This is an optimization exercise on Yosys and OpenROAD, whose aim is small area, not a production implementation.
In this exercise RTL edits were held to simulation tests only and were not proved equivalent to the original.
Power is estimated from default activity; no workload was simulated. No driver is modelled on the clock port, so clocking that relies on it looks cheaper here than on a real chip.

## job 7884
## iiitb_apb
module iiitb_apb (
  input         clk,
  input         reset,
  input  [7:0]  addr,
  input         data_valid,
  input  [31:0] data,
  input         data_dir,
  input  [31:0] wait_cycle,
  output [31:0] read_out_data,
  output        transaction_done,
  output        tranerr,
  output        slverr
);
For scale: ~1100 flip-flops, ~110 I/O pins, roughly 26000 µm² of cells after synthesis.
Settings: LEC_CHECK=0, CAP_MARGIN=0, CORE_MARGIN=2, CORE_UTILIZATION=60, SLEW_MARGIN=0; clock period 10.0 ns.
standard.sh (not shown) runs the stock make flow with config.mk's settings and CLKGATE_MAP_FILE= SYNTH_SCRIPT=/design/flow/synth_recipe.tcl, a recipe that flattens the netlist after the stock synthesis.
==> flow/flow/run.sh <==
#!/bin/bash
# Layout: the standard ORFS flow (standard.sh), with these changes:
#  - synthesis maps logic with ABC's area mapper (abc_override.tcl, area.abc)
#    around the standard flow's own synthesis script, synth_recipe.tcl;
#  - the read-data selection's gate modules (apb_aoi222, apb_nand4) are kept
#    as modules through mapping (SYNTH_KEEP_MODULES), so each maps to its
#    own cell; synth_recipe.tcl then flattens the design as usual;
#  - port buffers are the smallest buffer cell (buffer_ports -buffer_cell);
#  - clock tree synthesis without dummy loads and with its own buffer list
#    and sink clustering (CTS_ARGS, read by ORFS's cts.tcl).
# Each tool's output goes to a log file in the work folder.
set -euo pipefail
work=$(pwd)
here=$(cd "$(dirname "$0")" && pwd)
export FLOW_ABC_SCRIPT="$here/area.abc"
export FLOW_SYNTH_TCL="$work/synth_recipe.tcl"
export SYNTH_KEEP_MODULES="apb_aoi222 apb_nand4"
export BUFFER_PORTS_ARGS="$(cat "$here/buffer_ports.args")"
export CTS_ARGS="$(cat "$here/cts.args")"
# standard.sh with its synthesis script swapped for abc_override.tcl
sed "s#SYNTH_SCRIPT=[^ ]*#SYNTH_SCRIPT=$here/abc_override.tcl#" standard.sh > standard_area.sh
grep -q "SYNTH_SCRIPT=$here/abc_override.tcl" standard_area.sh
bash standard_area.sh finish > flow_standard.log 2>&1
==> flow/flow/abc_override.tcl <==
# Synthesis: the standard flow's own synthesis script (synth_recipe.tcl, sourced last),
# with one change: ORFS's technology mapping call, abc, runs the area-oriented
# mapper of the ABC script in area.abc in place of ORFS's speed script.
# Flip-flops are mapped before abc, so the registers, their names and their
# cells are those of the standard synthesis.
proc abc {args} {
  set keep {}
  set skip 0
  foreach a $args {
    if {$skip} { set skip 0; continue }
    if {$a eq "-script"} { set skip 1; continue }
    lappend keep $a
  }
  yosys abc -script $::env(FLOW_ABC_SCRIPT) {*}$keep
}
source $::env(FLOW_SYNTH_TCL)
==> flow/flow/area.abc <==
strash; dch; amap -m; topo
==> flow/flow/buffer_ports.args <==
-buffer_cell sky130_fd_sc_hd__buf_1
==> flow/flow/cts.args <==
-sink_clustering_enable -repair_clock_nets -dont_use_dummy_load -buf_list {sky130_fd_sc_hd__clkbuf_16} -sink_clustering_size 36 -sink_clustering_max_diameter 90
--- input diff job 7884..job 4755 ---
==> flow/flow/cts.args <==
-sink_clustering_enable -repair_clock_nets -dont_use_dummy_load -buf_list {sky130_fd_sc_hd__clkbuf_16} -sink_clustering_size 34 -sink_clustering_max_diameter 90
--- a/flow/config.mk
+++ b/flow/config.mk
@@ -9,3 +9,4 @@
 export CORE_MARGIN = 2
 export CORE_UTILIZATION = 60
+export PLACE_DENSITY = 0.8
 export SLEW_MARGIN = 0
--- outcome ---
Summary of job 4755 over job 7884: static leakage went up 0.56%; combined flip-flop and latch cell area neither gained nor lost much; global-route usage over all layers fell 1.3 points; minimum clock period after layout now smaller.
Going from job 7884 to job 4755, the wire length was found to have gone down by about 2.8%.
Total power consumption of the routed design: job 4755 vs job 7884 up about 0.55%
Utilization, job 7884 and job 4755, higher one = job 4755.
What job 5254 does differently from job 4755 at the input level:
==> flow/flow/cts.args <==
-sink_clustering_enable -repair_clock_nets -dont_use_dummy_load -buf_list {sky130_fd_sc_hd__clkbuf_16} -sink_clustering_size 34 -sink_clustering_max_diameter 70
--- a/flow/config.mk
+++ b/flow/config.mk
@@ -9,4 +9,3 @@
 export CORE_MARGIN = 2
 export CORE_UTILIZATION = 60
-export PLACE_DENSITY = 0.8
 export SLEW_MARGIN = 0
Of job 4755 and job 5254, the higher worst setup slack belongs to job 4755. In the reports for job 4755 and job 5254, the smaller number of standard cells in the final layout excluding fillers belongs to job 5254. Job 5254 ended up with wait_cycle[8] as its startpoint of the most critical setup path; job 4755 ended up with wait_cycle[18]. On design area, job 4755 and job 5254 are neck and neck. Job 5254 against job 4755; cell internal power dissipation is up slightly. Comparing worst hold slack for job 4755 and job 5254, the smaller number came from job 4755. For job 4755, the cell type of the slowest stage on the worst timing path was sky130_fd_sc_hd__nor3_1, unlike job 5254, where it was sky130_fd_sc_hd__a2111oi_0.

## port drivers added, routing unchanged
Ports are ideal in the flow. The routed layouts listed here were re-timed in OpenROAD. Step 1 sets driving cells, clkbuf_16 on the clock port and buf_2 on the other inputs (assumed; they add their load-dependent delay and slew). Step 2 adds t to the input delays and takes it off the output delays; t is the mean of the earliest and latest rising clock arrival at the registers after step 1. Input paths then give back, and output paths get back, about the clock's delay inside the block. a / b / c = ideal ports / drivers / drivers and shift; a / b = the first two.
run | shift t [ns] | setup WS [ns] | cell pins on the clock port's net
job 7884 | 0.641 | 2.486 / 2.464 / 2.464 | 1
job 4755 | 0.626 | 2.645 / 2.624 / 2.624 | 1
job 5254 | 0.641 | 2.456 / 2.434 / 2.434 | 1
After both steps setup and hold are still met in every run listed.
